Background: an optimization exercise with open tools, aiming at small area and a short achievable clock period. Do not read the settings as production practice. Only simulation tests tie the RTL to the original design; equivalence was not proved. No driver is modelled on the clock port, so clock power and skew are understated where the tree is cut down; a real chip needs a root buffer or a tree. Power is estimated from default activity; no workload was simulated.

## flow/config.mk

```make
export PLATFORM = sky130hd
export DESIGN_NAME = videogen
export DESIGN_NICKNAME = videogen
export VERILOG_FILES = /design/flow/design.v
export SDC_FILE = /design/flow/constraint.sdc
export NUM_CORES = 4
export LEC_CHECK = 0
export CAP_MARGIN = 20
export CORE_MARGIN = 2
export CORE_UTILIZATION = 40
export SLEW_MARGIN = 20
export SYNTH_HIERARCHICAL = 1
export SYNTH_MINIMUM_KEEP_SIZE = 0
```

## flow/constraint.sdc

```tcl
create_clock -name core_clock -period 40.0 [get_ports {clk}]
set_input_delay 8.0000 -clock core_clock [delete_from_list [all_inputs] [get_ports {clk}]]
set_output_delay 8.0000 -clock core_clock [all_outputs]
set_load 0.01 [all_outputs]
```

## flow/design.v

```verilog
module vg_fa(input a, input b, input c, output s, output co);
  assign s  = a ^ b ^ c;
  assign co = (a & b) | (c & (a ^ b));
endmodule
module vg_ha(input a, input b, output s, output co);
  assign s  = a ^ b;
  assign co = a & b;
endmodule
module vg_mul17(input [9:0] z, output [7:0] p);
  logic [13:5] c;
  assign c[5] = z[4] & z[0];
  assign c[6] = (z[5] & z[1]) | (c[5] & (z[5] | z[1]));
  genvar i;
  for (i = 6; i <= 9; i++) begin : f
    vg_fa fa (.a(z[i]), .b(z[i-4]), .c(c[i]), .s(p[i-6]), .co(c[i+1]));
  end
  for (i = 10; i <= 12; i++) begin : h
    vg_ha ha (.a(z[i-4]), .b(c[i]), .s(p[i-6]), .co(c[i+1]));
  end
  assign p[7] = z[9] ^ c[13];
endmodule
module vg_pix(
  input  [10:0] a,
  input  [7:0]  y,
  output [10:0] zl,
  output [10:0] zm,
  output [7:0]  dl,
  output [7:0]  dm,
  output [7:0]  dr
);
  genvar i;
  logic [10:2] k;
  assign zl[0] = a[0];
  vg_ha zlh (.a(y[0]), .b(a[1]), .s(zl[1]), .co(k[2]));
  for (i = 2; i <= 8; i++) begin : zlf
    vg_fa fa (.a(y[i-1]), .b(a[i]), .c(k[i]), .s(zl[i]), .co(k[i+1]));
  end
  logic k10;
  vg_ha zlh9 (.a(a[9]), .b(k[9]), .s(zl[9]), .co(k10));
  assign zl[10] = a[10] ^ k10;
  logic [10:0] na;
  assign na = ~a;
  logic [10:1] j;
  assign zm[0] = a[0];
  assign j[1]  = na[0];
  for (i = 1; i <= 8; i++) begin : zmf
    vg_fa fa (.a(y[i-1]), .b(na[i]), .c(j[i]), .s(zm[i]), .co(j[i+1]));
  end
  logic j10;
  vg_ha zmh9 (.a(na[9]), .b(j[9]), .s(zm[9]), .co(j10));
  assign zm[10] = na[10] ^ j10;
  logic [7:0] l, m;
  vg_mul17 ml17 (.z(zl[9:0]), .p(l));
  vg_mul17 mm17 (.z(zm[9:0]), .p(m));
  logic [6:2] ln, mn;
  assign ln = ~{l[6:4] | {3{zl[10]}}, l[3:2] & ~{2{zl[10]}}};
  assign mn = ~{m[6:4] | {3{zm[10]}}, m[3:2] & ~{2{zm[10]}}};
  assign dl = {l[7], ln, l[1:0]};
  assign dm = {m[7], mn, m[1:0]};
  logic [7:1] q;
  logic [7:3] qn;
  logic [7:0] s;
  logic [6:2] rp;
  vg_ha sh (.a(dl[0]), .b(dm[0]), .s(s[0]), .co(q[1]));
  vg_fa sf1 (.a(dl[1]), .b(dm[1]), .c(q[1]), .s(s[1]), .co(q[2]));
  logic q2n;
  assign q2n = ~q[2];
  vg_fa sf2 (.a(ln[2]), .b(mn[2]), .c(q2n), .s(rp[2]), .co(qn[3]));
  for (i = 3; i <= 6; i++) begin : sf
    vg_fa fa (.a(ln[i]), .b(mn[i]), .c(qn[i]), .s(rp[i]), .co(qn[i+1]));
  end
  assign q[7] = ~qn[7];
  logic q8;
  vg_fa sf7 (.a(dl[7]), .b(dm[7]), .c(q[7]), .s(s[7]), .co(q8));
  assign dr = {s[7], rp, s[1:0]};
endmodule
module vg_inc(
  input  [10:0] ac,
  input  [9:0]  yc,
  input         u_wrap,
  output [10:0] ai,
  output [9:0]  yi
);
  genvar i;
  logic [10:2] c;
  assign ai[0] = ~ac[0];
  assign ai[1] = ~(ac[1] ^ ac[0]);
  assign c[2]  = ac[1] | ac[0];
  for (i = 2; i <= 9; i++) begin : ah
    vg_ha ha (.a(ac[i]), .b(c[i]), .s(ai[i]), .co(c[i+1]));
  end
  assign ai[10] = ac[10] ^ c[10];
  logic [10:1] d;
  vg_ha yh0 (.a(yc[0]), .b(u_wrap), .s(yi[0]), .co(d[1]));
  for (i = 1; i <= 8; i++) begin : yh
    vg_ha ha (.a(yc[i]), .b(d[i]), .s(yi[i]), .co(d[i+1]));
  end
  assign yi[9] = yc[9] ^ d[9];
endmodule
module vg_ctl(
  input  [10:0] ac,
  input  [9:0]  yc,
  input         hf,       
  input         hsync,    
  input  [10:0] zl,
  input  [10:0] zm,
  output        u_wrap,   
  output        w2,       
  output        hf_n,     
  output        intri,
  output        hs_n,
  output        vs_n,
  output        de_n
);
  logic e319, e479, e360, e440, y_wrap, de_v, y_ok;
  assign e319   = !ac[10] & ac[9] & ac[8] & ac[7] & ac[5] & ac[3] & ac[2] & !ac[1];  
  assign e479   = !ac[9] & ac[8] & ac[7] & ac[3] & ac[2] & !ac[1];                  
  assign e360   = !ac[8] & ac[5] & ac[4] & ac[3];                                   
  assign e440   = ac[8] & ac[5] & ac[3];                                            
  assign u_wrap = !hf & e479;
  assign hf_n   = hf ? !e319 : e479;
  assign hs_n   = hsync ? !e440 : (!hf & e360);
  assign y_wrap = yc[9] & yc[7] & yc[6] & yc[5] & yc[4] & yc[3];                    
  assign w2     = u_wrap & y_wrap;
  assign de_v   = !yc[9] | (!yc[7] & !(yc[6] & yc[5] & (yc[4] | yc[3])));          
  assign vs_n   = yc[9] & ((yc[7] & !(yc[6] & yc[5]))
                           | (yc[6] & yc[5] & yc[4] & yc[3] & yc[2]));              
  assign y_ok   = (!yc[9] & !yc[7])
                | (yc[8] & !(yc[6] & yc[5] & yc[4] & (yc[3] | yc[2] | yc[1] | yc[0])));  
  assign de_n   = hf & de_v;
  assign intri  = y_ok & (!zl[10] | (&zl)) & (!zm[10] | (&zm));
endmodule
module videogen(
  input clk,
  input resetn,
  output logic [23:0] data,
  output logic hsync,
  output logic vsync,
  output logic data_en
);
  logic [10:0] ac, ai;
  logic [9:0]  yc, yi;
  logic        hf;
  logic [10:0] zl, zm;
  logic [7:0]  dl, dm, dr;
  logic        u_wrap, w2, hf_n, intri, hs_n, vs_n, de_n;
  vg_pix pix (.a(ac), .y(yc[7:0]), .zl(zl), .zm(zm), .dl(dl), .dm(dm), .dr(dr));
  vg_inc inc (.ac(ac), .yc(yc), .u_wrap(u_wrap), .ai(ai), .yi(yi));
  vg_ctl ctl (.ac(ac), .yc(yc), .hf(hf), .hsync(hsync), .zl(zl), .zm(zm),
              .u_wrap(u_wrap), .w2(w2), .hf_n(hf_n), .intri(intri),
              .hs_n(hs_n), .vs_n(vs_n), .de_n(de_n));
  logic en;
  assign en = resetn & intri;
  localparam logic [23:0] POL = {8'b1000_0011, 8'b0111_1100, 8'b0111_1100};
  always_ff @(posedge clk) begin
    if (!resetn) begin
      ac <= 11'd1091;   
      yc <= 10'd136;    
      hf <= 1'b1;
    end else begin
      ac <= u_wrap ? 11'd1088 : ai;   
      yc <= w2 ? 10'd136 : yi;
      hf <= hf_n;
    end
  end
  always_ff @(posedge clk) begin
    data    <= {24{en}} & ({dr, dm, dl} ^ POL);
    hsync   <= resetn & hs_n;
    vsync   <= resetn & vs_n;
    data_en <= !resetn | de_n;
  end
endmodule
```

## flow/flow/run.sh

```bash
#!/bin/bash
# The standard layout with four changes in how it is made:
#  - after the standard synthesis, combinational cells are swapped for the
#    smallest drive strength of the same function (flow/downsize.tcl);
#  - plain buf_1 cells as the port buffers instead of the delay buffers ORFS
#    picks by default;
#  - clock tree synthesis without dummy loads;
#  - the clock tree's root buffer is removed, so the clock port feeds the
#    leaf buffers directly (flow/post_cts.tcl).
# Each tool's output goes to a log of its own here; ORFS's step logs stay
# under orfs/logs.
set -euo pipefail
bash standard.sh synth > flow_synth.log 2>&1
RESULTS=$PWD/orfs/results/$FLOW_PLATFORM/videogen/base \
  openroad -no_init -exit flow/downsize.tcl > flow_downsize.log 2>&1
bash standard.sh \
  "BUFFER_PORTS_ARGS=-buffer_cell sky130_fd_sc_hd__buf_1" \
  "CTS_ARGS=-sink_clustering_enable -repair_clock_nets -dont_use_dummy_load" \
  "POST_CTS_TCL=$PWD/flow/post_cts.tcl" \
  finish > flow_make.log 2>&1
```

## flow/flow/downsize.tcl

```tcl
# Swap each combinational cell of the synthesized netlist for the smallest
# cell of the same function (same name but for the drive strength suffix;
# the platform's don't-use cells all have other names).
# Registers and the adder cells are left as synthesis made them. Timing has a
# large margin at the design's clock; the later repair steps of the standard
# flow upsize or buffer wherever slew or capacitance calls for it.
set odb $::env(RESULTS)/1_synth.odb
read_db $odb
set db [ord::get_db]
set block [ord::get_db_block]
set masters {}
foreach lib [$db getLibs] {
  foreach m [$lib getMasters] { dict set masters [$m getName] $m }
}
proc area {m} { expr {double([$m getWidth]) * [$m getHeight]} }
set swapped 0
foreach inst [$block getInsts] {
  set m [$inst getMaster]
  set name [$m getName]
  if {![regexp {^(sky130_fd_sc_hd__[a-z0-9]+)_([0-9]+)$} $name -> base drive]} continue
  if {[string match "*df*" $base] || [string match "*__fa" $base] || [string match "*__ha" $base]
      || [string match "*clk*" $base] || [string match "*conb*" $base]} continue
  set best $m
  foreach d {0 1 2 4} {
    set cand "${base}_$d"
    if {![dict exists $masters $cand]} continue
    set cm [dict get $masters $cand]
    if {[area $cm] < [area $best]} { set best $cm }
  }
  if {$best ne $m} {
    puts "swap [$inst getName] $name -> [$best getName]"
    $inst swapMaster $best
    incr swapped
  }
}
puts "swapped $swapped cells"
write_db $odb
```

## flow/flow/post_cts.tcl

```tcl
set block [ord::get_db_block]
set db [ord::get_db]
set clk_net [[$block findBTerm clk] getNet]
set roots {}
foreach it [$clk_net getITerms] {
  if {[$it isInputSignal]} { lappend roots [$it getInst] }
}
if {[llength $roots] != 1} { error "post_cts: clock port drives [llength $roots] cells" }
set root [lindex $roots 0]
proc out_net {inst} {
  foreach it [$inst getITerms] {
    if {[$it isOutputSignal]} { return [$it getNet] }
  }
  return ""
}
set root_out [out_net $root]
set leaves {}
foreach it [$root_out getITerms] {
  if {![$it isInputSignal]} continue
  set leaf [$it getInst]
  if {![string match "sky130_fd_sc_hd__clkbuf_*" [[$leaf getMaster] getName]]} {
    error "post_cts: root buffer drives [$leaf getName], not a clock buffer"
  }
  lappend leaves $it
}
if {[llength $leaves] > 4} { error "post_cts: [llength $leaves] leaf buffers" }
foreach it $leaves {
  $it disconnect
  $it connect $clk_net
}
puts "post_cts: removed [$root getName]; the clock port now drives [llength $leaves] leaf buffers"
odb::dbInst_destroy $root
odb::dbNet_destroy $root_out
detailed_placement
check_placement -verbose
estimate_parasitics -placement
report_clock_skew
```

## flow/standard.sh

```bash
#!/bin/bash
# synth_recipe.tcl (not shown) runs the flow's synth.tcl, then flattens the netlist and writes it again
# the make line also repeats each setting of config.mk as NAME=value (left out here)
make -C /OpenROAD-flow-scripts/flow DESIGN_CONFIG=/design/flow/config.mk WORK_HOME=/design/flow/orfs CLKGATE_MAP_FILE= SYNTH_SCRIPT=/design/flow/synth_recipe.tcl "${@:-finish}"
```

==> run notes, run 1 <==
Area delta synth->final - 9.38%
Distinct cells, synth - 36
WS Path Type - in -> reg
Setup crit end kind - flip-flop
Outcome - timing/DRC/antenna clean
Endpoint, Worst Hold - yc[8]
Ranking of synthesized cells by area - dfxtp_1, fa_1, ha_1
Lkg Pwr - 1.32 nW
Routed len/inst - 12.9 µm
Worst R2R Setup Slack - 32.85 ns
Slew headroom - 0.644
Initial DRC Count - 45
Initial antenna violation count - 0
Hpwl dp - 3.69 mm
Worst-case reg-to-reg path depth - 19
Met2 wire len - 2.11 mm
Synth Net Count - 297
Commonest non-fill, non-tap cell in the layout - dfxtp_1
Largest area contributor in the netlist - dfxtp_1
Antenna viol nets, final - 0
Final number of hold-violating endpoints - 0
GRT Residual Overflow - 0
Sequential area share after synthesis - 0.371
Mapped cell area - 2630 µm²
Crit Path Max Fanout - 20
R2r endpoint - data[23]
Worst Max-Slew Pin Slew - 0.530 ns
Placer Congestion - 0.880
First-pass GRT wire length - 7.66 mm
CP Data Required Time - 40.06 ns
Nets - 327
Cells after Synth - 237
GR Util All Layers - 0.134
# rows - 29
# setup viols final - 0
Max-slew violations - 0
Max VDD drop - 0.0194 mV
Worst EP arrival - 8.76 ns
Post-synth top area share - 0.371
Fin crit share - 0.217
Worst min path class - reg -> reg
Core ar. - 6350 µm²
Power, Total - 0.0819 mW
Clk sink count - 49
DR pass1 iterations - 4
PwrDens - 28.5 nW/µm²
Worst-path clk slew - 0.07 ns
Most frequent cells in the layout - dfxtp_1, fa_1, ha_1, buf_1, nor2_1
CP startpoint kind - input pin
Inst Count DP - 338
Post-synth area from yosys stat - 2650 µm²
Fmax - 0.115 GHz
Die Y - 85.1 µm
Final WL - 4.40 mm
Max-cap violation count - 0
Seq cells post-synth - 49
Largest net degree at the start of global routing - 21
Worst hold path depth - 2
Unrepaired setup endpoints after global routing - no
Ys Warns - 7
Clk latency of the worst-skew pair - 0.14 ns
Syn Area/Cell - 11.1 µm²
Setup TNS - 0 ns
Vias/cell - 4.89
Vias in the first global route - 1659
RR Startpoint - ac[0]
Setup crit start - resetn
DRT met1 WL - 2.08 mm
Residual DRC count - 0
IO Port Bufs - 28
Layout cells sized above 1 - 0.0302
Fin crit period - 8.69 ns
Die Area - 7240 µm²
Initial core utilization - 0.414
Final clock skew - 0.0128 ns
# IOs - 29
DR top layer - met4
N_diodes - 0
Vias - 1672
Final std cells w/o fill - 342
Met3 wire len - 154 µm
Die Wd - 85.1 µm
Hold_sp - yc[8]
-- routing by layer --
metal  global-route usage  vias to the layer above
met2                0.224                       29
met1                0.179                      801
li1                     -                      837
met3               0.0233                        5
met5                    0                        -
met4               0.0361                        0
-- worst max-delay path by stage --
stage | depth (start not counted) | slack (ns) | endpoint
6_report | 4 | 31.31 | data[16]
5_1_grt | 4 | 31.18 | data[6]
3_5_place_dp | 4 | 31.14 | data[16]
3_3_place_gp | 4 | 31.15 | data[16]
2_1_floorplan | 4 | 31.28 | data[10]
-- worst max-delay path, cell delays in order --
cell and delay, ns:
buf_1 0.07, buf_4 0.21, nand2_1 0.29, nor2_1 0.18
-- synthesized netlist by cell type, drive strengths merged --
library cell   n
dfxtp         49
and3          11
a22oi          1
a222oi         1
nand3          2
nor2b          1
or2            1
and2b          2
xnor2          1
nor3           1
nand2b         6
clkbuf         2
xor2           5
a21oi          3
fa            30
ha            28
o2bb2ai        1
buf            4
and4           1
nor2          22
nand4          4
nand4b         1
nand2          9
o21ai          3
or3            2
o21bai         1
and4b          1
inv           21
a41oi          1
nor4           2
a31oi          3
and2          17
-- per-module statistics from Yosys, one instance, submodules excluded --
module | flops+latches | cell area, µm² | cells | copies in the design
videogen | 49 | 1310 | 107 | 1
vg_pix | 0 | 123 | 28 | 1
vg_inc | 0 | 45.0 | 7 | 1
vg_mul17 | 0 | 23.8 | 4 | 2
vg_fa | 0 | 20.0 | 1 | 30
vg_ha | 0 | 12.5 | 1 | 27
vg_ctl | 0 | 186 | 30 | 1
-- sequential cells by signal, summed over array words and instances (netlist names) --
register	flops
yc	10
hsync	1
vsync	1
data_en	1
hf	1
ac	11
data	24
-- power breakdown --
| part | switching [mW] | total, mW | internal [mW] | leakage [nW] |
|---|---|---|---|---|
| Clock | 0.0117 | 0.0209 | 0.00915 | 0.0288 |
| Sequential | 0.00101 | 0.0503 | 0.0493 | 0.396 |
| Combinational | 0.00584 | 0.0107 | 0.00485 | 0.894 |
| Total | 0.0186 | 0.0819 | 0.0633 | 1.32 |
-- per-stage QoR --
step / utilization / setup WS (ns) / cell area, µm² / hold WS, ns
2_1_floorplan: - / 31.28 / 2630 / 0.539
3_3_place_gp: 0.444 / 31.15 / 2820 / 0.565
3_5_place_dp: 0.444 / 31.14 / 2820 / 0.581
5_1_grt: 0.453 / 31.18 / 2880 / 0.633
6_report: 0.453 / 31.31 / 2880 / 0.592
-- cell type report --
type                            instances  area (µm²)
Inverter                               21        78.8
Tap cell                               77        96.3
Fill cell                             615        3470
Timing Repair Buffer                   30         120
Multi-Input combinational cell        161        1540
Clock buffer                            4        55.1
Sequential cell                        49         981
-- cells by family after synthesis --
logic type,after synthesis,share of synthesized area
xor gates and xnor gates,6,0.0199
and+or+nand+nor,83,0.172
buffers and inverters,27,0.0440
DFF,49,0.371
AOI/OAI and AO/OA,14,0.0345
adders and majority gates,58,0.359
==> run 2: changes to the inputs <==
--- a/flow/design.v
+++ b/flow/design.v
@@ -18,5 +18,5 @@
     vg_ha ha (.a(z[i-4]), .b(c[i]), .s(p[i-6]), .co(c[i+1]));
   end
-  assign p[7] = z[9] ^ c[13];
+  assign p[7] = ~(z[9] ^ c[13]);
 endmodule
 module vg_pix(
@@ -50,5 +50,5 @@
   vg_ha zmh9 (.a(na[9]), .b(j[9]), .s(zm[9]), .co(j10));
   assign zm[10] = na[10] ^ j10;
-  logic [7:0] l, m;
+  logic [7:0] l, m;    
   vg_mul17 ml17 (.z(zl[9:0]), .p(l));
   vg_mul17 mm17 (.z(zm[9:0]), .p(m));
@@ -58,20 +58,17 @@
   assign dl = {l[7], ln, l[1:0]};
   assign dm = {m[7], mn, m[1:0]};
-  logic [7:1] q;
-  logic [7:3] qn;
-  logic [7:0] s;
-  logic [6:2] rp;
+  logic [2:1] q;
+  logic [8:3] qn;
+  logic [1:0] s;
+  logic [7:2] rp;
   vg_ha sh (.a(dl[0]), .b(dm[0]), .s(s[0]), .co(q[1]));
   vg_fa sf1 (.a(dl[1]), .b(dm[1]), .c(q[1]), .s(s[1]), .co(q[2]));
   logic q2n;
   assign q2n = ~q[2];
-  vg_fa sf2 (.a(ln[2]), .b(mn[2]), .c(q2n), .s(rp[2]), .co(qn[3]));
-  for (i = 3; i <= 6; i++) begin : sf
-    vg_fa fa (.a(ln[i]), .b(mn[i]), .c(qn[i]), .s(rp[i]), .co(qn[i+1]));
+  vg_fa sf2 (.a(dl[2]), .b(dm[2]), .c(q2n), .s(rp[2]), .co(qn[3]));
+  for (i = 3; i <= 7; i++) begin : sf
+    vg_fa fa (.a(dl[i]), .b(dm[i]), .c(qn[i]), .s(rp[i]), .co(qn[i+1]));
   end
-  assign q[7] = ~qn[7];
-  logic q8;
-  vg_fa sf7 (.a(dl[7]), .b(dm[7]), .c(q[7]), .s(s[7]), .co(q8));
-  assign dr = {s[7], rp, s[1:0]};
+  assign dr = {rp, s[1:0]};
 endmodule
 module vg_inc(
@@ -79,11 +76,9 @@
   input  [9:0]  yc,
   input         u_wrap,
-  output [10:0] ai,
+  output [10:2] ai,
   output [9:0]  yi
 );
   genvar i;
   logic [10:2] c;
-  assign ai[0] = ~ac[0];
-  assign ai[1] = ~(ac[1] ^ ac[0]);
   assign c[2]  = ac[1] | ac[0];
   for (i = 2; i <= 9; i++) begin : ah
@@ -139,5 +134,6 @@
   output logic data_en
 );
-  logic [10:0] ac, ai;
+  logic [10:0] ac;
+  logic [10:2] ai;
   logic [9:0]  yc, yi;
   logic        hf;
@@ -152,5 +148,5 @@
   logic en;
   assign en = resetn & intri;
-  localparam logic [23:0] POL = {8'b1000_0011, 8'b0111_1100, 8'b0111_1100};
+  localparam logic [23:0] POL = {8'b0000_0011, 8'b1111_1100, 8'b1111_1100};
   always_ff @(posedge clk) begin
     if (!resetn) begin
@@ -159,5 +155,5 @@
       hf <= 1'b1;
     end else begin
-      ac <= u_wrap ? 11'd1088 : ai;   
+      ac <= u_wrap ? 11'd1088 : {ai, ~(ac[1] ^ ac[0]), ~ac[0]};   
       yc <= w2 ? 10'd136 : yi;
       hf <= hf_n;
--- a/flow/config.mk
+++ b/flow/config.mk
@@ -6,8 +6,8 @@
 export NUM_CORES = 4
 export LEC_CHECK = 0
-export CAP_MARGIN = 20
+export CAP_MARGIN = 0
 export CORE_MARGIN = 2
 export CORE_UTILIZATION = 40
-export SLEW_MARGIN = 20
+export SLEW_MARGIN = 0
 export SYNTH_HIERARCHICAL = 1
 export SYNTH_MINIMUM_KEEP_SIZE = 0
==> run 2 against run 1 <==
Against the previous run: still clean on timing, DRC and antenna; setup slack lost 0.44 ns; global-route usage up 0.83 points; sequential share of layout area grew 0.39 points; synthesized cell count decreased by 3.0%; hold slack got worse by 0.00082 ns; clock power is 2% higher; non-clock buffer count down 1; clock skew increased by 0.0038 ns; critical path depth is 1 lower; first-iteration DRC count increased by 47%; fmax decreased by 4.9%.
==> run notes, run 2 <==
Ranking of synthesized cells by area - dfxtp_1, fa_1, ha_1
Setup crit start - resetn
Placer Congestion - 0.774 (-12%)
Initial DRC Count - 66 (+47%)
Antenna viol nets, final - 0 (unchanged)
Routed len/inst - 14.0 µm (+9.1%)
Die Y - 84.6 µm (-0.56%)
Post-Layout Inst Area - 2840 µm² (-1.1%)
Gr busiest metal - met2
Setup TNS - 0 ns (unchanged)
Most frequent cells in the layout - dfxtp_1, fa_1, buf_1
# setup viols final - 0 (unchanged)
Layout cells sized above 1 - 0.0271 (-0.00306)
Met2 Use GR - 0.238 (+0.0139)
Max reg flops - 24 (unchanged)
Initial antenna violation count - 0 (unchanged)
DP Area - 2790 µm² (-1.2%)
Vias in the first global route - 1721 (+3.7%)
WS Path Type - in -> reg
Slowest-stage cell, CP - buf_1
Fin util - 0.450 (-0.00255)
Share of power burned in combinational logic - 0.132 (about the same)
Cells after Synth - 230 (-3.0%)
Worst hold slack - 0.591 ns (-0.000820 ns)
Synth top cells by count - dfxtp_1, fa_1, ha_1
Pre-CTS setup slack - 30.70 ns (-0.432 ns)
PwrDens - 29.0 nW/µm² (+1.9%)
Setup crit end kind - flip-flop
Initial core utilization - 0.411 (-0.00258)
Max-cap violation count - 0 (unchanged)
Ys Warns - 7 (unchanged)
Nets - 319 (-2.4%)
Fin crit period - 9.14 ns (+0.444 ns)
EDFF count, synth - 0 (unchanged)
Commonest non-fill, non-tap cell in the layout - dfxtp_1
Sequential area share after synthesis - 0.376 (+0.00533)
Die Area - 7150 µm² (-1.1%)
Clock Power Share - 0.258 (+0.003)
Asr flop ratio synth - 0 (unchanged)
Largest net degree at the start of global routing - 20 (-4.8%)
Worst-path clk slew - 0.09 ns (+0.02 ns)
Power, Total - 0.0825 mW (+0.72%)
Final WL - 4.70 mm (+6.8%)
Clk latency of the worst-skew pair - 0.15 ns (about the same)
Largest area contributor in the netlist - dfxtp_1
Max VDD drop - 0.0155 mV (-20%)
Final number of hold-violating endpoints - 0 (unchanged)
Crit path largest cell delay - 0.52 ns (+0.23 ns)
Final clock skew - 0.0166 ns (+0.00380 ns)
GRT met3 Usage - 0.0295 (+0.00615)
Crit Path Max Fanout - 19 (-5.0%)
Worst path bufs/invs - 1 (-1)
Delay-heaviest family, CP - simple AND/OR/NAND/NOR gates
Clk sink count - 49 (unchanged)
Worst EP arrival - 9.21 ns (+0.45 ns)
Ys flop type - dfxtp_1
N_diodes - 0 (unchanged)
Vias - 1660 (-0.72%)
Post-synth area from yosys stat - 2610 µm² (-1.4%)
Hpwl dp - 3.79 mm (+3.0%)
Worst min path class - reg -> reg
Fmax - 0.109 GHz (-4.9%)
# IOs - 29 (unchanged)
CP startpoint kind - input pin
DR pass1 iterations - 4 (unchanged)
Sequential power share - 0.610 (-0.004)
Top flop regs - data x24, ac x11, yc x10
Final setup margin - 30.86 ns (-0.444 ns)
Fin crit share - 0.228 (+0.0111)
Seq cells post-synth - 49 (unchanged)
Vias/cell - 4.96 (+1.4%)
Slew headroom - 0.530 (-0.114)
Pint - 0.0633 mW (about the same)
Core ar. - 6310 µm² (-0.57%)
Inst Count DP - 331 (-2.1%)
GRT Residual Overflow - 0 (unchanged)
Max-slew violations - 0 (unchanged)
GR Util All Layers - 0.142 (+0.00833)
RR Startpoint - ac[0]
Synth Net Count - 289 (-2.7%)
Worst Max-Slew Pin Slew - 0.705 ns (+0.175 ns)
Distinct cells, synth - 35 (-2.8%)
Die Wd - 84.6 µm (-0.56%)
Psw - 0.0192 mW (+3.0%)
Routing usage on met1 - 0.191 (+0.0118)
Sw frac - 0.232 (+0.00521)
Count leader, synth - dfxtp_1
# rows - 29 (unchanged)
Area delta synth->final - 9.44% (about the same)
Final std cells w/o fill - 335 (-2.0%)
Largest Register - data
Unrepaired setup endpoints after global routing - no
Outcome - timing/DRC/antenna clean
Syn Area/Cell - 11.3 µm² (+1.8%)
Post-synth top area share - 0.376 (+0.00533)
Mapped cell area - 2600 µm² (-1.2%)
CP Data Required Time - 40.08 ns (+0.02 ns)
Lkg Pwr - 1.26 nW (-4.6%)
IO Port Bufs - 28 (unchanged)
Residual DRC count - 0 (unchanged)
First-pass GRT wire length - 8.20 mm (+7.1%)
Hold_sp - yc[8]
Cell breakdown of the critical path - buf_1 > nand2_1 > nor2_1
==> run 2: cell count changes after synthesis, sizes merged, moves of 2 or more <==
cell and change:
inv -7, a31oi -2, a22oi +2, a21oi -2
nor2 +3, xnor2 +2
==> run 2: cell families after synthesis <==
| family | after synthesis | share of synthesized area |
|---|---|---|
| adders and majority gates | 57 | 0.360 |
| xor gates and xnor gates | 7 | 0.0235 |
| buffers and inverters | 19 | 0.0317 |
| and+or+nand+nor | 86 | 0.177 |
| AOI/OAI and AO/OA | 12 | 0.0321 |
| DFF | 49 | 0.376 |
==> run 2: power by group through the flow <==
stage	logic, mW	clock network [mW]	registers (mW)
floorplan	0.00848	0	0.0512
global placement	0.0107	0	0.0515
detailed placement	0.0108	0	0.0515
global route	0.0130	0.0236	0.0505
finish	0.0109	0.0213	0.0503
==> run 2: final cells by class <==
class / instances / area [µm²]
Fill cell: 620 / 3470
Tap cell: 77 / 96.3
Timing Repair Buffer: 29 / 113
Inverter: 14 / 52.6
Sequential cell: 49 / 981
Multi-Input combinational cell: 162 / 1550
Clock buffer: 4 / 55.1
==> run 2: final timing paths <==
kind                                  to  slack (ns)  cells after the start
worst min-delay path               yc[8]        0.59                      2
worst max register to register  data[23]       32.84                     18
worst max-delay path            data[11]       30.86                      3
worst min register to register     yc[8]        0.59                      2
==> run 2: Yosys stat by module (local to each module, per instance) <==
module / flops+latches / cells / area [µm²]
vg_ctl: 0 / 30 / 186
vg_mul17: 0 / 4 / 23.8
vg_pix: 0 / 27 / 119
vg_fa: 0 / 1 / 20.0
videogen: 49 / 105 / 1290
vg_inc: 0 / 3 / 23.8
vg_ha: 0 / 1 / 12.5
==> run 2: per-layer routing <==
metal / part of all wire / wire (µm) / up-vias
li1: - / - / 816
met4: 0.0098 / 46 / 0
met5: 0 / 0 / -
met3: 0.046 / 216 / 5
met1: 0.47 / 2200 / 801
met2: 0.47 / 2230 / 38
==> run 2: worst min-delay path: stages, from the launching register on <==
cell and delay [ns]:
dfxtp_1 0.33, ha_1 0.12, and2_1 0.10
==> run 3: changes to the inputs <==
--- a/flow/config.mk
+++ b/flow/config.mk
@@ -6,8 +6,8 @@
 export NUM_CORES = 4
 export LEC_CHECK = 0
-export CAP_MARGIN = 0
+export CAP_MARGIN = 20
 export CORE_MARGIN = 2
 export CORE_UTILIZATION = 40
-export SLEW_MARGIN = 0
+export SLEW_MARGIN = 85
 export SYNTH_HIERARCHICAL = 1
 export SYNTH_MINIMUM_KEEP_SIZE = 0
==> run 3 against run 2 <==
Against the previous run: clock-buffer cell count stayed put; die area stayed put; critical endpoint is now yc[6]; sequential share of layout area shrank 1.1 points.
==> run notes, run 3 <==
Crit Path Max Fanout - 11 (-8)
Lkg Pwr - 1.30 nW (+3.0%)
Final std cells w/o fill - 340 (+1.5%)
Hpwl dp - 3.89 mm (+2.4%)
Clk sink count - 49 (unchanged)
Post-synth top area share - 0.376 (unchanged)
Unrepaired setup endpoints after global routing - no
Final WL - 4.80 mm (+2.1%)
Max reg flops - 24 (unchanged)
Seq cells post-synth - 49 (unchanged)
Worst Max-Slew Pin Slew - 0.258 ns (-0.447 ns)
Max VDD drop - 0.0152 mV (-2.1%)
Slew headroom - 0.828 (+0.298)
Slowest-stage cell, CP - and2b_2
Syn Area/Cell - 11.3 µm² (unchanged)
# setup viols final - 0 (unchanged)
Ys flop type - dfxtp_1
Count leader, synth - dfxtp_1
Commonest non-fill, non-tap cell in the layout - dfxtp_1
Antenna viol nets, final - 0 (unchanged)
Sequential area share after synthesis - 0.376 (unchanged)
Top flop regs - data x24, ac x11, yc x10
# IOs - 29 (unchanged)
Max-cap violation count - 0 (unchanged)
Setup crit end kind - flip-flop
Largest net degree at the start of global routing - 16 (-20%)
Clk latency of the worst-skew pair - 0.15 ns (about the same)
# rows - 29 (unchanged)
Die Y - 84.6 µm (unchanged)
First-pass GRT wire length - 8.11 mm (-1.1%)
Setup TNS - 0 ns (unchanged)
Cell mode on critical path - buf_2
IO Port Bufs - 28 (unchanged)
Initial DRC Count - 89 (+35%)
CP Data Required Time - 40.03 ns (-0.05 ns)
Worst-path clk slew - 0.08 ns (about the same)
Fin crit period - 8.71 ns (-0.429 ns)
Inst Count DP - 336 (+1.5%)
Fin crit share - 0.218 (-0.0107)
Vias in the first global route - 1685 (-2.1%)
Final clock skew - 0.0174 ns (+0.000807 ns)
Cells after Synth - 230 (unchanged)
Final setup margin - 31.29 ns (+0.429 ns)
PwrDens - 27.5 nW/µm² (-5.3%)
Area delta synth->final - 15.8%
Vias - 1685 (+1.5%)
GR Util All Layers - 0.143 (+0.00124)
Initial antenna violation count - 0 (unchanged)
Final number of hold-violating endpoints - 0 (unchanged)
Ys Warns - 7 (unchanged)
Layout cells sized above 1 - 0.194 (+0.167)
Ranking of synthesized cells by area - dfxtp_1, fa_1, ha_1
Max-slew violations - 0 (unchanged)
Routed len/inst - 14.1 µm (+0.63%)
Fmax - 0.115 GHz (+4.9%)
EDFF count, synth - 0 (unchanged)
Pre-CTS setup slack - 31.14 ns (+0.436 ns)
Die Area - 7150 µm² (unchanged)
Worst min path class - reg -> reg
Most frequent cells in the layout - dfxtp_1, buf_1, ha_1
Core ar. - 6310 µm² (unchanged)
Largest area contributor in the netlist - dfxtp_1
Vias/cell - 4.96 (about the same)
Largest Register - data
CP startpoint kind - input pin
Initial core utilization - 0.411 (unchanged)
Nets - 324 (+1.6%)
Cell breakdown of the critical path - buf_2 > buf_2 > and2b_2 > and2_1
GRT Residual Overflow - 0 (unchanged)
Residual DRC count - 0 (unchanged)
Crit path largest cell delay - 0.27 ns (-0.25 ns)
DR pass1 iterations - 5 (+1)
Distinct cells, synth - 35 (unchanged)
Post-synth area from yosys stat - 2610 µm² (unchanged)
Synth top cells by count - dfxtp_1, fa_1, ha_1
Synth Net Count - 289 (unchanged)
Outcome - timing/DRC/antenna clean
Die Wd - 84.6 µm (unchanged)
Placer Congestion - 0.774 (unchanged)
Mapped cell area - 2600 µm² (unchanged)
Asr flop ratio synth - 0 (unchanged)
Worst EP arrival - 8.74 ns (-0.47 ns)
WS Path Type - in -> reg
N_diodes - 0 (unchanged)
run 3: cell counts after synthesis:
Identical to the previous run, type by type.
run 3: logic make-up after synthesis:
| family | synth area share |
|---|---|
| and+or+nand+nor | 0.177 |
| adders and majority gates | 0.360 |
| DFF | 0.376 |
| buffers and inverters | 0.0317 |
| AOI/OAI and AO/OA | 0.0321 |
| xor gates and xnor gates | 0.0235 |
run 3: final cells by class:
cell class | count | area (µm²)
Sequential cell | 49 | 1000
Timing Repair Buffer | 34 | 148
Fill cell | 569 | 3310
Multi-Input combinational cell | 162 | 1650
Clock buffer | 4 | 55.1
Tap cell | 77 | 96.3
Inverter | 14 | 52.6
run 3: layer usage:
| layer | global-route usage | vias up | part of all wire |
|---|---|---|---|
| met2 | 0.220 | 37 | 0.48 |
| met5 | 0 | - | 0 |
| met1 | 0.205 | 822 | 0.47 |
| li1 | - | 822 | - |
| met4 | 0.0390 | 0 | 0.0073 |
| met3 | 0.0315 | 4 | 0.039 |
run 3: path summary, 6_finish.rpt:
path	depth (start not counted)	start	slack, ns	end
worst max-delay path	4	resetn	31.29	yc[6]
worst min-delay path	1	ac[0]	0.54	ac[0]
worst max register to register	18	ac[1]	33.00	data[23]
worst min register to register	1	ac[0]	0.54	ac[0]
run 3: worst max-delay path: cells and delay by family:
kind                   cells  cell delay [ns]
buffers and inverters      2             0.29
AND/OR/NAND/NOR            2             0.44
run 3: power by group:
part	switching (mW)	total (mW)	leakage (nW)	internal, mW
Combinational	0.00592	0.0109	0.867	0.00503
Sequential	0.00101	0.0504	0.400	0.0494
Clock	0.0122	0.0213	0.0288	0.00916
Total	0.0191	0.0827	1.30	0.0636
run 3: stage by stage:
step	utilization	power, mW	hold slack [ns]	instance area (µm²)
after global routing	0.476	0.0882	0.616	3010
after floorplan	-	0.0596	0.518	2600
final	0.476	0.0827	0.544	3010
after detailed placement	0.460	0.0625	0.534	2910
after global placement	0.442	0.0622	0.567	2790
run 3: Yosys stat by module, one instance, submodules excluded:
module    flip-flops and latches  area (µm²)  cells
videogen                      49        1290    105
vg_pix                         0         119     27
vg_ha                          0        12.5      1
vg_mul17                       0        23.8      4
vg_ctl                         0         186     30
vg_fa                          0        20.0      1
vg_inc                         0        23.8      3
==> run 4: changes to the inputs <==
--- a/flow/config.mk
+++ b/flow/config.mk
@@ -9,5 +9,5 @@
 export CORE_MARGIN = 2
 export CORE_UTILIZATION = 40
-export SLEW_MARGIN = 85
+export SLEW_MARGIN = 20
 export SYNTH_HIERARCHICAL = 1
 export SYNTH_MINIMUM_KEEP_SIZE = 0
==> run 4 against run 3 <==
Against the previous run: sequential cell count unchanged; power down 0.20%; synthesized cell count unchanged; cell area decreased by 5.5%; critical endpoint is now data[11].
==> run notes, run 4 <==
Outcome - timing/DRC/antenna clean
GR Util All Layers - 0.142 (-0.00124)
# setup viols final - 0 (unchanged)
Vias - 1660 (-1.5%)
Worst Max-Slew Pin Slew - 0.705 ns (+0.447 ns)
Antenna viol nets, final - 0 (unchanged)
Max VDD drop - 0.0155 mV (+2.1%)
IO Port Bufs - 28 (unchanged)
Initial core utilization - 0.411 (unchanged)
Setup TNS - 0 ns (unchanged)
# rows - 29 (unchanged)
Vias in the first global route - 1721 (+2.1%)
Distinct cells, synth - 35 (unchanged)
Fill cell total of the finished layout - 620 (+9.0%)
GRT Residual Overflow - 0 (unchanged)
Lkg Pwr - 1.26 nW (-2.9%)
Initial antenna violation count - 0 (unchanged)
Synth top cells by count - dfxtp_1, fa_1, ha_1
Worst EP arrival - 9.21 ns (+0.47 ns)
Fin crit share - 0.228 (+0.0107)
Final number of hold-violating endpoints - 0 (unchanged)
Syn Area/Cell - 11.3 µm² (unchanged)
Ys flop type - dfxtp_1
Area delta synth->final - 9.44%
Synth Net Count - 289 (unchanged)
Count leader, synth - dfxtp_1
Post-Layout Inst Area - 2840 µm² (-5.5%)
Top flop regs - data x24, ac x11, yc x10
Max-slew violations - 0 (unchanged)
Slew headroom - 0.530 (-0.298)
Ranking of synthesized cells by area - dfxtp_1, fa_1, ha_1
DR pass1 iterations - 4 (-1)
Fmax - 0.109 GHz (-4.7%)
Final clock skew - 0.0166 ns (-0.000807 ns)
Power, Total - 0.0825 mW (-0.20%)
EDFF count, synth - 0 (unchanged)
Asr flop ratio synth - 0 (unchanged)
Fin crit period - 9.14 ns (+0.429 ns)
Die Y - 84.6 µm (unchanged)
Clk latency of the worst-skew pair - 0.15 ns (about the same)
Residual DRC count - 0 (unchanged)
N_diodes - 0 (unchanged)
CP startpoint kind - input pin
Unrepaired setup endpoints after global routing - no
Ys Warns - 7 (unchanged)
# IOs - 29 (unchanged)
Worst min path class - reg -> reg
Post-synth top area share - 0.376 (unchanged)
Sequential area share after synthesis - 0.376 (unchanged)
Max reg flops - 24 (unchanged)
Most frequent cells in the layout - dfxtp_1, fa_1, buf_1
Final WL - 4.70 mm (-2.1%)
Clk sink count - 49 (unchanged)
Cell breakdown of the critical path - buf_1 > nand2_1 > nor2_1
Initial DRC Count - 66 (-26%)
Die Area - 7150 µm² (unchanged)
PwrDens - 29.0 nW/µm² (+5.6%)
Mapped cell area - 2600 µm² (unchanged)
Layout cells sized above 1 - 0.0271 (-0.167)
Crit path largest cell delay - 0.52 ns (+0.25 ns)
Max-cap violation count - 0 (unchanged)
Crit Path Max Fanout - 19 (+8)
Routed len/inst - 14.0 µm (-0.62%)
Worst-path clk slew - 0.09 ns (about the same)
Seq cells post-synth - 49 (unchanged)
Largest area contributor in the netlist - dfxtp_1
WS Path Type - in -> reg
Post-synth area from yosys stat - 2610 µm² (unchanged)
Largest Register - data
First-pass GRT wire length - 8.20 mm (+1.1%)
Die Wd - 84.6 µm (unchanged)
Final std cells w/o fill - 335 (-1.5%)
Setup crit end kind - flip-flop
Nets - 319 (-1.5%)
CP Data Required Time - 40.08 ns (+0.05 ns)
Slowest-stage cell, CP - buf_1
Commonest non-fill, non-tap cell in the layout - dfxtp_1
Vias/cell - 4.96 (about the same)
Core ar. - 6310 µm² (unchanged)
Inst Count DP - 331 (-1.5%)
Cells after Synth - 230 (unchanged)
Placer Congestion - 0.774 (unchanged)
Hpwl dp - 3.79 mm (-2.3%)
Largest net degree at the start of global routing - 20 (+4)
DP Area - 2790 µm² (-4.0%)
==> run 4: logic make-up after synthesis <==
kind of cell	after synthesis	share of synthesized area
adder cells (fa/ha/maj)	57	0.360
flip-flops	49	0.376
buffers and inverters	19	0.0317
XOR/XNOR	7	0.0235
AO/OA/AOI/OAI	12	0.0321
AND/OR/NAND/NOR	86	0.177
==> run 4: path summary, 6_finish.rpt <==
kind | start | to | slack [ns] | cells after the start
hold / removal | yc[8] | yc[8] | 0.59 | 2
setup / recovery | resetn | data[11] | 30.86 | 3
hold reg to reg | yc[8] | yc[8] | 0.59 | 2
setup reg to reg | ac[0] | data[23] | 32.84 | 18
==> run 4: layer usage <==
| layer | up-vias | routed length, µm | part of all wire | global-route usage |
|---|---|---|---|---|
| met5 | - | 0 | 0 | 0 |
| met4 | 0 | 46 | 0.0098 | 0.0303 |
| met3 | 5 | 216 | 0.046 | 0.0295 |
| met1 | 801 | 2200 | 0.47 | 0.191 |
| li1 | 816 | - | - | - |
| met2 | 38 | 2230 | 0.47 | 0.238 |
==> run 4: through the flow <==
step | utilization | hold WS, ns | setup WS [ns]
floorplan | - | 0.518 | 31.44
global placement | 0.442 | 0.567 | 30.78
detailed placement | 0.442 | 0.575 | 30.70
global route | 0.450 | 0.634 | 30.69
finish | 0.450 | 0.591 | 30.86
==> run 4: layout make-up <==
type | instances | area [µm²] | share of cell area
multi-input cells | 162 | 1550 | 0.544
flip-flops and latches | 49 | 981 | 0.345
repair buffers | 29 | 113 | 0.0396
well taps | 77 | 96.3 | 0.0339
clock buffers | 4 | 55.1 | 0.0194
inverters | 14 | 52.6 | 0.0185
==> run 4: Yosys stat by module, one instance, submodules excluded <==
| module | flops+latches | cell area [µm²] |
|---|---|---|
| vg_fa | 0 | 20.0 |
| vg_ctl | 0 | 186 |
| vg_ha | 0 | 12.5 |
| vg_inc | 0 | 23.8 |
| vg_mul17 | 0 | 23.8 |
| vg_pix | 0 | 119 |
| videogen | 49 | 1290 |
==> run 4: critical path: cells and delay by family <==
family | cells | cell delay (ns)
simple gates | 2 | 0.69
buf+inv | 1 | 0.52
==> run 4: power by group <==
group          switching, mW  internal [mW]
clock network         0.0121        0.00917
registers            0.00104         0.0493
logic                0.00599        0.00487
total                 0.0192         0.0633
==> run 5: changes to the inputs <==
--- a/flow/flow/run.sh
+++ b/flow/flow/run.sh
@@ -17,4 +17,5 @@
   "BUFFER_PORTS_ARGS=-buffer_cell sky130_fd_sc_hd__buf_1" \
   "CTS_ARGS=-sink_clustering_enable -repair_clock_nets -dont_use_dummy_load" \
+  "PRE_RESIZE_TCL=$PWD/flow/pre_resize.tcl" \
   "POST_CTS_TCL=$PWD/flow/post_cts.tcl" \
   finish > flow_make.log 2>&1
==> flow/flow/pre_resize.tcl (new file) <==
# Before the placement's repair step: the input port buffer of resetn and the
# gates that fan its value out to many registers drive large loads, and the
# synthesis and downsizing left them at the smallest drive. Give the input
# buffer and every combinational gate with 8 or more loads a stronger
# version of the same cell.
set block [ord::get_db_block]
set db [ord::get_db]
proc load_count {net} {
  set n 0
  foreach it [$net getITerms] { if {[$it isInputSignal]} { incr n } }
  return $n
}
proc stronger {inst drive} {
  set name [[$inst getMaster] getName]
  if {![regexp {^(sky130_fd_sc_hd__[a-z0-9]+)_([0-9]+)$} $name -> base d]} { return }
  if {$d >= $drive} { return }
  set m [[ord::get_db] findMaster "${base}_$drive"]
  if {$m eq "NULL" || $m eq ""} { return }
  puts "pre_resize: [$inst getName] $name -> [$m getName]"
  $inst swapMaster $m
}
foreach bt [$block getBTerms] {
  if {[$bt getIoType] ne "INPUT" || [$bt getName] eq "clk"} continue
  foreach it [[$bt getNet] getITerms] {
    if {[$it isInputSignal]} { stronger [$it getInst] 4 }
  }
}
foreach inst [$block getInsts] {
  set m [[$inst getMaster] getName]
  if {[string match "*df*" $m] || [string match "*clkbuf*" $m] || [string match "*__fa_*" $m] || [string match "*__ha_*" $m]} continue
  foreach it [$inst getITerms] {
    if {![$it isOutputSignal]} continue
    set net [$it getNet]
    if {$net ne "NULL" && $net ne "" && [load_count $net] >= 8} { stronger $inst 2 }
  }
}
==> run 5 against run 4 <==
Against the previous run: still clean; clock power hardly changed; clock-buffer cell count stayed put; setup slack better by 0.50 ns; fmax is 5.8% higher; power hardly changed; synthesized cell count stayed put; clock skew is 0.0024 ns higher; sequential share of layout area is 0.11 points lower; critical path type is now reg -> out; critical endpoint is now hsync; largest power group unchanged; highest routed layer unchanged.
==> run notes, run 5 <==
Most frequent cells in the layout - dfxtp_1, fa_1, ha_1, buf_1, nor2_1
Die Y - 84.6 µm (unchanged)
Final number of hold-violating endpoints - 0 (unchanged)
Initial DRC Count - 59 (-11%)
Area delta synth->final - 9.78%
PwrDens - 28.9 nW/µm² (-0.39%)
Placer Congestion - 0.774 (unchanged)
Setup TNS - 0 ns (unchanged)
Final clock skew - 0.0190 ns (+0.00243 ns)
Final setup margin - 31.36 ns (+0.499 ns)
IO Port Bufs - 28 (unchanged)
Outcome - timing/DRC/antenna clean
Routed len/inst - 13.8 µm (-1.8%)
Post-Layout Inst Area - 2850 µm² (+0.31%)
Inst Count DP - 331 (unchanged)
Cell breakdown of the critical path - buf_1
Simple-gate area share of the yosys netlist - 0.177 (unchanged)
Fmax - 0.116 GHz (+5.8%)
Residual DRC count - 0 (unchanged)
Vias - 1639 (-1.3%)
Largest family of logic cells by synthesized area - adder cells
Antenna viol nets, final - 0 (unchanged)
Count leader, synth - dfxtp_1
DR pass1 iterations - 4 (unchanged)
CP startpoint kind - flip-flop
Cells after Synth - 230 (unchanged)
Crit path largest cell delay - 0.35 ns (-0.17 ns)
N_diodes - 0 (unchanged)
Setup crit end kind - primary output
Fin util - 0.452 (+0.00139)
Fin crit share - 0.216 (-0.0125)
Worst EP arrival - 0.64 ns (-8.57 ns)
Lkg Pwr - 1.26 nW (+0.34%)
# IOs - 29 (unchanged)
Initial antenna violation count - 0 (unchanged)
Hpwl dp - 3.81 mm (+0.36%)
Psw - 0.0190 mW (-0.71%)
Largest net degree at the start of global routing - 20 (unchanged)
Crit Path Max Fanout - 2 (-17)
Syn Area/Cell - 11.3 µm² (unchanged)
Synth Net Count - 289 (unchanged)
Die Wd - 84.6 µm (unchanged)
Pre-CTS setup slack - 31.25 ns (+0.551 ns)
Delay-heaviest family, CP - flip-flops
Seq cells post-synth - 49 (unchanged)
Slowest-stage cell, CP - dfxtp_1
Post-synth top area share - 0.376 (unchanged)
Sequential area share after synthesis - 0.376 (unchanged)
Top flop regs - data x24, ac x11, yc x10
Synth Area in Adders - 0.360 (unchanged)
First-pass GRT wire length - 8.01 mm (-2.4%)
Slew headroom - 0.676 (+0.146)
Compound-gate portion of the synthesized area - 0.0321 (unchanged)
Power, Total - 0.0824 mW (about the same)
Share of power burned in combinational logic - 0.131 (about the same)
Largest Register - data
Core ar. - 6310 µm² (unchanged)
Vias in the first global route - 1695 (-1.5%)
Fill cell total of the finished layout - 613 (-1.1%)
Sequential power share - 0.611 (about the same)
Distinct cells, synth - 35 (unchanged)
Worst Max-Slew Pin Slew - 0.482 ns (-0.223 ns)
Worst hold slack - 0.590 ns (-0.000655 ns)
Commonest non-fill, non-tap cell in the layout - dfxtp_1
CP Data Required Time - 32.00 ns (-8.08 ns)
Vias/cell - 4.89 (-1.3%)
Largest area contributor in the netlist - dfxtp_1
Max reg flops - 24 (unchanged)
Mapped cell area - 2600 µm² (unchanged)
Clock Power Share - 0.258 (about the same)
Final std cells w/o fill - 335 (unchanged)
Asr flop ratio synth - 0 (unchanged)
Unrepaired setup endpoints after global routing - no
Pint - 0.0634 mW (+0.11%)
# setup viols final - 0 (unchanged)
EDFF count, synth - 0 (unchanged)
GRT Residual Overflow - 0 (unchanged)
Ys flop type - dfxtp_1
WS Path Type - reg -> out
Max VDD drop - 0.0157 mV (+0.86%)
Clk sink count - 49 (unchanged)
Ys Warns - 7 (unchanged)
Worst R2R Setup Slack - 32.86 ns (+0.02 ns)
Layout cells sized above 1 - 0.0426 (+0.0155)
Worst path bufs/invs - 1 (unchanged)
Worst-path clk slew - 0.08 ns (about the same)
GR Util All Layers - 0.140 (-0.00174)
Max-slew violations - 0 (unchanged)
Post-synth area from yosys stat - 2610 µm² (unchanged)
Die Area - 7150 µm² (unchanged)
Fin crit period - 8.64 ns (-0.499 ns)
Nets - 319 (unchanged)
Initial core utilization - 0.411 (unchanged)
Post-Synth XOR/XNOR Area - 0.0235 (unchanged)
Mux share of post-synthesis cell area - 0 (unchanged)
Ranking of synthesized cells by area - dfxtp_1, fa_1, ha_1
Sw frac - 0.231 (-0.00148)
DP Area - 2800 µm² (+0.31%)
Final WL - 4.61 mm (-1.8%)
Worst min path class - reg -> reg
Synth top cells by count - dfxtp_1, fa_1, ha_1
Max-cap violation count - 0 (unchanged)
Clk latency of the worst-skew pair - 0.15 ns (about the same)
# rows - 29 (unchanged)
run 5: cell counts after synthesis:
Identical to the previous run, type by type.
run 5: per-layer routing:
| metal | global-route usage | share of wire | up-vias |
|---|---|---|---|
| li1 | - | - | 813 |
| met1 | 0.188 | 0.49 | 798 |
| met2 | 0.230 | 0.47 | 23 |
| met3 | 0.0324 | 0.035 | 5 |
| met4 | 0.0346 | 0.011 | 0 |
| met5 | 0 | 0 | - |
run 5: worst min-delay path: cells and delay by family, from the launching register on:
| kind | cells | cell delay (ns) |
|---|---|---|
| adder cells (fa/ha/maj) | 1 | 0.12 |
| AND/OR/NAND/NOR | 1 | 0.10 |
| flip-flops | 1 | 0.33 |
run 5: cell families after synthesis:
family	Yosys count
buf+inv	19
simple gates	86
compound gates	12
xor+xnor	7
fa+ha+maj	57
flops	49
run 5: path summary, 6_finish.rpt:
check                           startpoint        to  depth (start not counted)
worst max register to register       ac[0]  data[23]                         18
worst min-delay path                 yc[8]     yc[8]                          2
worst min register to register       yc[8]     yc[8]                          2
worst max-delay path                 hsync     hsync                          1
run 5: layout make-up:
| type | count | area, µm² | area share |
|---|---|---|---|
| clock buffers | 4 | 55.1 | 0.0193 |
| inverters | 14 | 52.6 | 0.0184 |
| multi-input cells | 162 | 1550 | 0.544 |
| flip-flops and latches | 49 | 981 | 0.344 |
| well taps | 77 | 96.3 | 0.0338 |
| repair buffers | 29 | 116 | 0.0408 |
run 5: power by group through the flow:
stage / Sequential, mW / Combinational [mW] / Clock, mW
floorplan: 0.0512 / 0.00848 / 0
global placement: 0.0515 / 0.0107 / 0
detailed placement: 0.0515 / 0.0110 / 0
global route: 0.0505 / 0.0129 / 0.0235
finish: 0.0504 / 0.0108 / 0.0213
run 5: modules after synthesis (local to each module, per instance):
module	area, µm²	flip-flops and latches	copies in the design	cells inside
videogen	1290	49	1	105
vg_ctl	186	0	1	30
vg_pix	119	0	1	27
vg_inc	23.8	0	1	3
vg_mul17	23.8	0	2	4
vg_fa	20.0	0	30	1
vg_ha	12.5	0	27	1
==> run 6: changes to the inputs <==
--- a/flow/flow/run.sh
+++ b/flow/flow/run.sh
@@ -1,4 +1,4 @@
 #!/bin/bash
-# The standard layout with four changes in how it is made:
+# The standard layout with five changes in how it is made:
 #  - after the standard synthesis, combinational cells are swapped for the
 #    smallest drive strength of the same function (flow/downsize.tcl);
@@ -7,5 +7,7 @@
 #  - clock tree synthesis without dummy loads;
 #  - the clock tree's root buffer is removed, so the clock port feeds the
-#    leaf buffers directly (flow/post_cts.tcl).
+#    leaf buffers directly (flow/post_cts.tcl);
+#  - before the placement's repair step, the resetn port buffer and the gates
+#    with 8 or more loads get a stronger drive (flow/pre_resize.tcl).
 # Each tool's output goes to a log of its own here; ORFS's step logs stay
 # under orfs/logs.
==> run 6 against run 5 <==
Against the previous run: synthesized area did not move; sequential power hardly changed; utilization stayed put; critical endpoint unchanged; highest routed layer unchanged; die area unchanged; clock power about the same; power did not move; via count unchanged; critical path depth unchanged.
==> run notes, run 6 <==
Outcome - timing/DRC/antenna clean
Worst-case reg-to-reg path depth - 18 (unchanged)
Layout cells sized above 1 - 0.0426 (unchanged)
IO Port Bufs - 28 (unchanged)
Share of power burned in combinational logic - 0.131 (about the same)
Lkg Pwr - 1.26 nW (unchanged)
Cell breakdown of the critical path - buf_1
Most frequent cells in the layout - dfxtp_1, fa_1, ha_1, buf_1, nor2_1
DR pass1 iterations - 4 (unchanged)
Power, Total - 0.0824 mW (unchanged)
Pre-CTS setup slack - 31.25 ns (unchanged)
# setup viols final - 0 (unchanged)
Post-Layout Inst Area - 2850 µm² (unchanged)
Die Wd - 84.6 µm (unchanged)
Largest area contributor in the netlist - dfxtp_1
Crit path largest cell delay - 0.35 ns (about the same)
Antenna viol nets, final - 0 (unchanged)
Worst Max-Slew Pin Slew - 0.482 ns (unchanged)
Commonest non-fill, non-tap cell in the layout - dfxtp_1
Seq cells post-synth - 49 (unchanged)
Fill cell total of the finished layout - 613 (unchanged)
N_diodes - 0 (unchanged)
Vias in the first global route - 1695 (unchanged)
Final clock skew - 0.0190 ns (unchanged)
Residual DRC count - 0 (unchanged)
Hpwl dp - 3.81 mm (unchanged)
Initial antenna violation count - 0 (unchanged)
Slew headroom - 0.676 (unchanged)
Die Area - 7150 µm² (unchanged)
RR Startpoint - ac[0]
# rows - 29 (unchanged)
Delay-heaviest family, CP - flip-flops
Synth top cells by count - dfxtp_1, fa_1, ha_1
Distinct cells, synth - 35 (unchanged)
# IOs - 29 (unchanged)
Setup crit end kind - primary output
Count leader, synth - dfxtp_1
R2r endpoint - data[23]
Final std cells w/o fill - 335 (unchanged)
Post-synth area from yosys stat - 2610 µm² (unchanged)
Fin crit period - 8.64 ns (unchanged)
CP Data Required Time - 32.00 ns (about the same)
Worst path bufs/invs - 1 (unchanged)
Worst hold slack - 0.590 ns (unchanged)
Final number of hold-violating endpoints - 0 (unchanged)
WS Path Type - reg -> out
Die Y - 84.6 µm (unchanged)
Final setup margin - 31.36 ns (unchanged)
Ys flop type - dfxtp_1
Setup TNS - 0 ns (unchanged)
Ys Warns - 7 (unchanged)
Worst R2R Setup Slack - 32.86 ns (about the same)
Worst EP arrival - 0.64 ns (about the same)
Largest net degree at the start of global routing - 20 (unchanged)
Routed len/inst - 13.8 µm (unchanged)
Clk latency of the worst-skew pair - 0.15 ns (about the same)
Unrepaired setup endpoints after global routing - no
Fin crit share - 0.216 (unchanged)
Area delta synth->final - 9.78% (unchanged)
GR Util All Layers - 0.140 (unchanged)
Cells after Synth - 230 (unchanged)
Max-slew violations - 0 (unchanged)
Clock Power Share - 0.258 (about the same)
Largest Register - data
Worst-path clk slew - 0.08 ns (about the same)
Final WL - 4.61 mm (unchanged)
GRT Residual Overflow - 0 (unchanged)
CP startpoint kind - flip-flop
Nets - 319 (unchanged)
PwrDens - 28.9 nW/µm² (unchanged)
EDFF count, synth - 0 (unchanged)
Placer Congestion - 0.774 (unchanged)
Max VDD drop - 0.0157 mV (unchanged)
Worst min path class - reg -> reg
CP endpoint - hsync
Top flop regs - data x24, ac x11, yc x10
Mapped cell area - 2600 µm² (unchanged)
Sequential area share after synthesis - 0.376 (unchanged)
CP Depth - 1 (unchanged)
Post-synth top area share - 0.376 (unchanged)
Core ar. - 6310 µm² (unchanged)
Syn Area/Cell - 11.3 µm² (unchanged)
Vias - 1639 (unchanged)
Max-cap violation count - 0 (unchanged)
Crit Path Max Fanout - 2 (unchanged)
Inst Count DP - 331 (unchanged)
Vias/cell - 4.89 (unchanged)
Sequential power share - 0.611 (about the same)
Fin util - 0.452 (unchanged)
DP Area - 2800 µm² (unchanged)
Asr flop ratio synth - 0 (unchanged)
Clk sink count - 49 (unchanged)
Sw frac - 0.231 (unchanged)
Synth Net Count - 289 (unchanged)
Initial DRC Count - 59 (unchanged)
Fmax - 0.116 GHz (unchanged)
Initial core utilization - 0.411 (unchanged)
Setup crit start - hsync
Max reg flops - 24 (unchanged)
First-pass GRT wire length - 8.01 mm (unchanged)
Slowest-stage cell, CP - dfxtp_1
Pint - 0.0634 mW (unchanged)
Psw - 0.0190 mW (unchanged)
Ranking of synthesized cells by area - dfxtp_1, fa_1, ha_1
[run 6: routing by layer]
metal / share of wire / global-route usage
met1: 0.49 / 0.188
met5: 0 / 0
met4: 0.011 / 0.0346
met2: 0.47 / 0.230
met3: 0.035 / 0.0324
[run 6: per-module statistics from Yosys, one instance, submodules excluded]
module	flip-flops and latches	cell area, µm²
vg_mul17	0	23.8
vg_ctl	0	186
vg_fa	0	20.0
vg_pix	0	119
vg_ha	0	12.5
vg_inc	0	23.8
videogen	49	1290
[run 6: power groups by stage]
| stage | logic, mW | clock network, mW | registers [mW] |
|---|---|---|---|
| after global placement | 0.0107 | 0 | 0.0515 |
| after floorplan | 0.00848 | 0 | 0.0512 |
| after detailed placement | 0.0110 | 0 | 0.0515 |
| after global routing | 0.0129 | 0.0235 | 0.0505 |
| final | 0.0108 | 0.0213 | 0.0504 |
[run 6: worst min path at each step]
stage / from / endpoint / slack (ns) / cells past startpoint
floorplan: ac[0] / ac[0] / 0.52 / 1
global placement: yc[8] / yc[8] / 0.57 / 2
detailed placement: yc[8] / yc[8] / 0.57 / 2
global route: yc[8] / yc[8] / 0.63 / 2
finish: yc[8] / yc[8] / 0.59 / 2
[run 6: layout make-up]
class                      count  area, µm²  share of cell area
multi-input combinational    162       1550               0.544
clock buffer                   4       55.1              0.0193
inverter                      14       52.6              0.0184
sequential                    49        981               0.344
tap                           77       96.3              0.0338
timing repair buffer          29        116              0.0408
[run 6: cells by family after synthesis]
family / count (synthesis) / share of synthesized area
AO/OA/AOI/OAI: 12 / 0.0321
adder cells (fa/ha/maj): 57 / 0.360
AND/OR/NAND/NOR: 86 / 0.177
buffers and inverters: 19 / 0.0317
flip-flops: 49 / 0.376
XOR/XNOR: 7 / 0.0235

static timing again, ports no longer ideal:
Ports are ideal in the flow. The routed layouts listed here were re-timed in OpenROAD. Step 1: set_driving_cell puts a clkbuf_16 on clk and a buf_2 on each other input, an assumption about the parent block. Step 2 adds t to the input delays and takes it off the output delays; t is the mean of the earliest and latest rising clock arrival at the registers after step 1. Input paths then give back, and output paths get back, about the clock's delay inside the block. Slacks: ideal / step 1 / step 2; pairs: ideal / step 1.
run | shift t [ns] | slack for setup (ns) | hold slack, ns | worst register clock-pin slew, ns
run 1 | 0.190 | 31.307 / 31.292 / 31.148 | 0.592 / 0.592 / 0.592 | 0.08 / 0.08
run 2 | 0.196 | 30.863 / 30.888 / 30.692 | 0.591 / 0.591 / 0.591 | 0.09 / 0.09
run 3 | 0.196 | 31.292 / 31.308 / 31.126 | 0.544 / 0.544 / 0.544 | 0.09 / 0.09
run 4 | 0.196 | 30.863 / 30.888 / 30.692 | 0.591 / 0.591 / 0.591 | 0.09 / 0.09
run 5 | 0.197 | 31.361 / 31.306 / 31.246 | 0.590 / 0.590 / 0.590 | 0.09 / 0.09
run 6 | 0.197 | 31.361 / 31.306 / 31.246 | 0.590 / 0.590 / 0.590 | 0.09 / 0.09
After both steps every run listed still meets setup and hold.
